Context: an optimization exercise on an open-source flow, tuned for small area and a short achievable clock period. The choices shown serve that exercise and are no tape-out recipe. Function was not checked in any run shown here: the RTL went through the layout flow alone. Power is estimated from default activity; no workload was simulated.

==> flow/design.v, too long to show whole: its modules and the start of the top module <==
// module FA: 9 lines
// module FA1: 8 lines
// module HA: 8 lines
// module RADD: 6 lines
// module YADD: 8 lines
// module YSEL: 48 lines
// module XOR2M: 6 lines
// module INV: 5 lines
// module G_INV: 5 lines
// module G_XOR2: 6 lines
// module G_XNOR2: 6 lines
// module G_NAND2: 6 lines
// module G_NOR2: 6 lines
// module G_AOI21: 7 lines
// module G_OAI21: 7 lines
// module G_AND2: 6 lines
// module G_OR2: 6 lines
// module G_ANDN: 6 lines
// module G_ORN: 6 lines
// module G_AO21: 7 lines
// module G_MUX2: 7 lines
// module G_MUX2I: 7 lines
// module G_MUX4: 10 lines
// module QCANDN: 13 lines
// module QCANDR: 26 lines
// module QCAND: 11 lines
// module FIR_transposed: 5914 lines
module FIR_transposed(clk, reset, noisy_signal, filtered_real);
  // ...
==> flow/flow/run.sh <==
#!/bin/bash
# Standard layout with a larger setup-repair margin.
bash standard.sh SETUP_SLACK_MARGIN=6.0 finish > standard.log 2>&1
==> flow/standard.sh <==
#!/bin/bash
# synth_recipe.tcl (not shown) runs the flow's synth.tcl, then flattens the netlist and writes it again
# the make line also repeats each setting of config.mk as NAME=value (left out here)
make -C /OpenROAD-flow-scripts/flow DESIGN_CONFIG=/design/flow/config.mk WORK_HOME=/design/flow/orfs CLKGATE_MAP_FILE= SYNTH_SCRIPT=/design/flow/synth_recipe.tcl "${@:-finish}"
==> flow/config.mk <==
export PLATFORM = sky130hd
export DESIGN_NAME = FIR_transposed
export DESIGN_NICKNAME = FIR_transposed
export VERILOG_FILES = /design/flow/design.v
export SDC_FILE = /design/flow/constraint.sdc
export NUM_CORES = 8
export LEC_CHECK = 0
export ABC_CLOCK_PERIOD_IN_PS = 2000
export CAP_MARGIN = 20
export CORE_MARGIN = 2
export CORE_UTILIZATION = 65
export CTS_CLUSTER_DIAMETER = 100
export CTS_CLUSTER_SIZE = 22
export SETUP_SLACK_MARGIN = 5
export SLEW_MARGIN = 20
export SYNTH_HIERARCHICAL = 1
==> flow/constraint.sdc <==
create_clock -name core_clock -period 13.0 [get_ports {clk}]
set_input_delay 2.6000 -clock core_clock [delete_from_list [all_inputs] [get_ports {clk}]]
set_output_delay 2.6000 -clock core_clock [all_outputs]
set_load 0.01 [all_outputs]
==> Flow_metrics.wiki, run 1 <==
{| class="wikitable"
! Metric !! Value
|-
| DRC marker count from the first detailed-route iteration || 3215
|-
| Last element of the critical path || filtered_real[15]
|-
| Met2 track demand over resource || 0.652
|-
| Synth Area in Adders || 0.608
|-
| Pin count of the biggest net entering global routing || 178
|-
| Async set or reset register ratio after synthesis || 0
|-
| Largest reg by FF count || R
|-
| Multi-input combinational cell count || 3605
|-
| P per Cell Area || 289 nW/µm²
|-
| Average cell area after synthesis || 14.3 µm²
|-
| Number of instances resized during post-cts repair || 295
|-
| Capturing element type of the critical path || output port
|-
| Busiest layer in global routing || met2
|-
| Top Ports || 34
|-
| Well Taps || 1414
|-
| Area share of the leading cell type in the synthesized netlist || 0.582
|-
| Flip-flop and latch count after synthesis || a little over 900
|-
| Sum of negative setup slack || 0 ns
|-
| Most common cell in the netlist || fa_1
|-
| Top area cells in the synthesized netlist || fa_1 (58%), dfxtp_1 (26%), nand2_1 (2.7%), ha_1 (2.6%), nor2_1 (2.3%)
|-
| Post-Layout Cell Count || between 6000 and 7000
|-
| TritonCTS buffer count || 53
|-
| CTS Root Cell || clkbuf_16
|-
| Number of standard-cell rows in the floorplan || 121
|-
| Number of hold violations in the final report || 0
|-
| Sequential cell count || 919
|-
| Count of clock buffers in the final design || 54
|-
| Net count after synthesis || 7206
|-
| Final setup skew || 0.0585 ns
|-
| Portion of the post-synthesis area used by sequential elements || 0.258
|-
| Metal2 WL || 104 mm
|-
| Largest register FFs || 32
|-
| Result of the run || no timing/DRC/antenna violations
|-
| Worst-case clock buffer depth || 3
|-
| Via count of the routed design || 38200
|-
| Antenna violations before repair || 3
|-
| Total net switching power || 10.2 mW
|}
==> run 2: changes to the inputs <==
==> flow/flow/run.sh (replaced) <==
#!/bin/bash
# Standard layout with a larger setup-repair margin.
bash standard.sh SETUP_SLACK_MARGIN=5.95 finish > standard.log 2>&1
==> Flow_metrics.wiki, run 2 <==
{| class="wikitable"
! Metric !! Value
|-
| Count of final max-slew check failures || 0 (unchanged)
|-
| Time the final worst path needs with I/O delays and setup || 7.01 ns (was 7.07 ns)
|-
| Largest reg by FF count || R (unchanged)
|-
| Normalized max-slew margin || 0.364 (was 0.255)
|-
| Portion of the post-synthesis area used by sequential elements || 0.258 (unchanged)
|-
| Floorplan core area || 109000 µm² (unchanged)
|-
| Critical register-to-register path startpoint || h16[8]$_DFF_P_ (was h6[12]$_DFF_P_)
|-
| Highest fanout seen on the critical path || 4 (was 7)
|-
| Clock tree from TritonCTS || built (unchanged)
|-
| Capture point of the worst reg-to-reg path || T2b[19]$_DFF_P_ (was T2a[17]$_DFF_P_)
|-
| Max_cap viols || 0 (unchanged)
|-
| First drt pass iteration count || 5 (was 6)
|-
| Dpl hpwl || 186 mm (was 185 mm)
|-
| Number of buffer and inverter stages on the critical path || 1 (was 4)
|-
| Largest registers || R: 32 flops, T1a: 31 flops, T2a: 31 flops (unchanged)
|-
| Top area cells in the synthesized netlist || fa_1 (58%), dfxtp_1 (26%), nand2_1 (2.7%), ha_1 (2.6%), nor2_1 (2.3%) (unchanged)
|-
| CTS Root Cell || clkbuf_16 (unchanged)
|-
| Number of unique standard cell types used by synthesis || 24 (unchanged)
|-
| Area share of the leading cell type in the synthesized netlist || 0.582 (unchanged)
|-
| Most numerous cell types in the synthesized netlist || fa_1 (2071), dfxtp_1 (919), nand2_1 (514) (unchanged)
|-
| Switching fraction of total power || 0.469 (about the same)
|-
| Dominant synthesized flop cell || dfxtp_1 (unchanged)
|-
| Yosys top cell by area || fa_1 (unchanged)
|-
| Vias per cell || 5.92 (was 5.94)
|-
| Internal power consumption || 11.6 mW (about the same)
|-
| Net count after synthesis || 7206 (unchanged)
|-
| Number of standard-cell rows in the floorplan || 121 (unchanged)
|-
| Post-synthesis cell count || 4967 (unchanged)
|-
| Critical-path cell with the highest stage delay || fa_1 (was o21ai_4)
|-
| WS Path Type || flip-flop to flip-flop (was primary input to output port)
|-
| Vias in the first global route || 44100 (was 43700)
|-
| Reg2reg setup slack || 5.99 ns (was 6.01 ns)
|-
| Worst-case clock buffer depth || 3 (unchanged)
|-
| Relative area change from synthesis to final layout || 5.73% (was 5.80%)
|-
| Top delay family on crit path || adder cells (was buffers and inverters)
|-
| Sequential cell fraction of total power || 0.153 (was 0.154)
|-
| Startpoint types || flip-flop (was primary input)
|-
| Pin count of the biggest net entering global routing || 155 (was 178)
|-
| Initial core utilization || 0.655 (unchanged)
|-
| Via count of the routed design || 38100 (was 38200)
|-
| Routed wire length || 212 mm (was 214 mm)
|-
| Pre-CTS worst setup slack || 4.47 ns (was 4.48 ns)
|-
| GRT Resource Usage Total || 0.404 (was 0.405)
|-
| Most common library cell in the layout ignoring fill and taps || fa_1 (unchanged)
|-
| Count of input and output buffers || 33 (unchanged)
|-
| Most common cell in the netlist || fa_1 (unchanged)
|-
| CP cell instances || ha_2 -> fa_2 -> fa_1 -> fa_1 -> fa_1 -> fa_1 -> fa_1 -> fa_1 -> fa_1 -> fa_1 -> fa_1 -> inv_1 -> fa_1 -> fa_2 -> nand2_1 (was buf_6 -> xor2_2 -> xnor2_2 -> nand2_2 -> nand2_2 -> o21ai_2 -> a21oi_4 -> buf_12 -> o21ai_4 -> buf_6 -> mux2i_1 -> buf_2)
|-
| Sinks on the clock net || 919 (unchanged)
|-
| Residual DRC || 0 (unchanged)
|-
| GPL Wtd Cong || 1.02 (was 1.03)
|-
| Min-Delay Path Class || flip-flop to flip-flop (unchanged)
|-
| Number of hold violations in the final report || 0 (unchanged)
|-
| Launching element of the worst setup path || h16[8]$_DFF_P_ (was noisy_signal[6])
|-
| Depth of the worst register-to-register path || 15 (was 14)
|-
| P per Cell Area || 289 nW/µm² (about the same)
|-
| H-tree level count || 2 (unchanged)
|-
| Crit. path cell count || 15 (was 12)
|-
| Clock network power share || 0.085 (was 0.084)
|-
| Average cell area after synthesis || 14.3 µm² (unchanged)
|-
| Final worst-path cycle share || 0.539 (was 0.544)
|-
| Total power after layout || 21.8 mW (about the same)
|-
| Final layout net count || 7239 (was 7245)
|-
| Largest register FFs || 32 (unchanged)
|-
| Critical Path AT || 7.58 ns (was 4.47 ns)
|-
| Clock transition at the registers of the reported paths || 0.09 ns (about the same)
|-
| RSZ-0062 raised after global routing || yes (unchanged)
|-
| Fraction of final layout cells with drive strength greater than 1 || 0.0885 (was 0.0978)
|-
| Capturing element type of the critical path || flip-flop (was output port)
|-
| Maximum operating frequency || 0.143 GHz (was 0.141 GHz)
|-
| Grt ovf || 0 (unchanged)
|-
| Top Ports || 34 (unchanged)
|-
| Slowest Stage Delay on Critical Path || 0.77 ns (was 0.24 ns)
|-
| YS warnings || 7 (unchanged)
|-
| Die outline area || 112000 µm² (unchanged)
|-
| DRC marker count from the first detailed-route iteration || 3012 (was 3215)
|-
| Min setup slack post-route || 5.99 ns (was 5.93 ns)
|-
| Final setup violating endpoints || 0 (unchanged)
|-
| Antenna violations before repair || 3 (unchanged)
|-
| Top library cells by usage in the layout, fill and taps aside || fa_1 (1956), dfxtp_1 (886), nand2_1 (504), nor2_1 (435), inv_1 (328) (was fa_1 (1914), dfxtp_1 (882), nand2_1 (508), nor2_1 (437), inv_1 (328))
|-
| Clock latency at the later pin of the worst-skew pair || 0.71 ns (was 0.73 ns)
|-
| Global-route wire length before repair || 310 mm (about the same)
|-
| Sum of negative setup slack || 0 ns (unchanged)
|-
| Leak Pwr || 30.8 nW (about the same)
|-
| Combinational fraction of design power || 0.761 (was 0.762)
|-
| Worst Max-Slew Pin Slew || 0.954 ns (was 1.12 ns)
|-
| Total net switching power || 10.2 mW (about the same)
|-
| Data required time at the worst endpoint || 13.57 ns (was 10.40 ns)
|-
| Worst voltage drop across the vdd grid || 615 µV (was 725 µV)
|-
| Most numerous cell on the critical path || fa_1
|-
| TritonCTS buffer count || 54 (was 53)
|-
| Flip-flop and latch count after synthesis || 919 (unchanged)
|-
| Number of enable-type register cells in the synthesized netlist || 0 (unchanged)
|-
| Async set or reset register ratio after synthesis || 0 (unchanged)
|-
| Cell area after synthesis || 71300 µm² (unchanged)
|-
| Horizontal die dimension || 335 µm (unchanged)
|-
| Final setup skew || 0.0335 ns (was 0.0585 ns)
|-
| Routed WL per cell || 33.0 µm (was 33.2 µm)
|-
| Remaining number of nets flagged by the antenna check after routing || 0 (unchanged)
|-
| Last element of the critical path || T2b[19]$_DFF_P_ (was filtered_real[15])
|-
| Result of the run || no timing/DRC/antenna violations (unchanged)
|-
| Die span in y || 335 µm (unchanged)
|}
## run 2: worst min-delay path by stage
| stage | start | endpoint | slack (ns) | cells past startpoint |
|---|---|---|---|---|
| final | h46[6]$_DFF_P_ | h47[6]$_DFF_P_ | 0.36 | 1 |
| after global routing | h3[6]$_DFF_P_ | h4[6]$_DFF_P_ | 0.37 | 1 |
| after CTS | h26[7]$_DFF_P_ | h27[7]$_DFF_P_ | 0.35 | 1 |
| after detailed placement | h26[7]$_DFF_P_ | h27[7]$_DFF_P_ | 0.35 | 1 |
| after global placement | h22[7]$_DFF_P_ | h23[7]$_DFF_P_ | 0.35 | 1 |
| after floorplan | h10[0]$_DFF_P_ | h11[0]$_DFF_P_ | 0.35 | 1 |
## run 2: through the flow
stage	hold slack, ns	area [µm²]	utilization	std cells
after floorplan	0.351	71300	-	4967
after global placement	0.353	72400	0.665	6337
after detailed placement	0.355	72400	0.665	6337
after CTS	0.352	74500	0.685	6425
after global routing	0.370	75300	0.692	6432
final	0.363	75300	0.692	6432
## run 2: layout make-up
class	count	area, µm²
Inverter	333	1260
Clock inverter	16	283
Fill cell	7757	33500
Antenna cell	2	5.00
Sequential cell	919	18500
Tap cell	1414	1770
Clock buffer	56	1380
Multi-Input combinational cell	3605	51500
Timing Repair Buffer	87	717
## run 2: per-layer routing
metal | GRT usage | vias up | share of wire
li1 | - | 14900 | -
met1 | 0.504 | 20900 | 0.35
met2 | 0.652 | 1658 | 0.48
met3 | 0.0836 | 639 | 0.076
met4 | 0.258 | 0 | 0.087
met5 | 0 | - | 0
## run 2: cells by family after synthesis
family                     count (synthesis)  share of synthesized area
buffers and inverters                    443                     0.0347
AOI/OAI and AO/OA                         73                    0.00757
xor gates and xnor gates                 109                     0.0134
and+or+nand+nor                         1091                     0.0623
DFF                                      919                      0.258
adders and majority gates               2221                      0.608
muxes                                    111                     0.0156
## run 2: per-module statistics from Yosys (local to each module, per instance), excerpt
module	copies in the design	flip-flops and latches
G_MUX2I	111	0
G_INV	18	0
HA	106	0
QCANDR	1	0
G_NOR2	33	0
G_XOR2	64	0
G_XNOR2	15	0
G_AOI21	9	0
G_ORN	1	0
FIR_transposed	1	919
FA	2071	0
FA1	16	0
G_AND2	75	0
G_OAI21	8	0
G_AO21	56	0
## run 2: power groups by stage
stage | logic (mW) | clock network [mW] | registers [mW]
6_report | 16.6 | 1.86 | 3.34
5_1_grt | 18.5 | 1.97 | 3.35
4_1_cts | 16.4 | 1.88 | 3.34
3_5_place_dp | 16.3 | 0 | 3.41
3_3_place_gp | 15.9 | 0 | 3.41
2_1_floorplan | 11.4 | 0 | 3.32
## run 2: what timing repair did
action / 4_1_cts / 5_1_grt
resized for setup: 265 / 218
hold buffers: 0 / 0
buffers inserted: 16 / 5
setup endpoints to repair: 48 / 47
pin swaps: 25 / 44

## afterwards: timing with drivers on the ports
How much do the figures lean on ideal ports? The routed layouts below were timed once more, with nothing changed but the port constraints.
Step 1 assumes that a clkbuf_16 drives the clock port and a buf_2 every other input.
Step 2 moves the port delays by t, midway between the first and last clock arrival at a register: inputs arrive t later, outputs are due t later. That takes back most of the time a late clock gives input paths.
Three values: ideal ports, drivers, drivers and shift; two values: the first two.
run | t (ns) | setup WS [ns] | worst setup path after step 2
run 1 | 0.781 | 5.927 / 5.894 / 5.739 | input to register
run 2 | 0.778 | 5.991 / 5.957 / 5.808 | input to register
After both steps setup and hold are still met in every run listed. The setup slack of run 1, which loses most, moves by -0.033 ns with the drivers and by -0.188 ns with both steps.
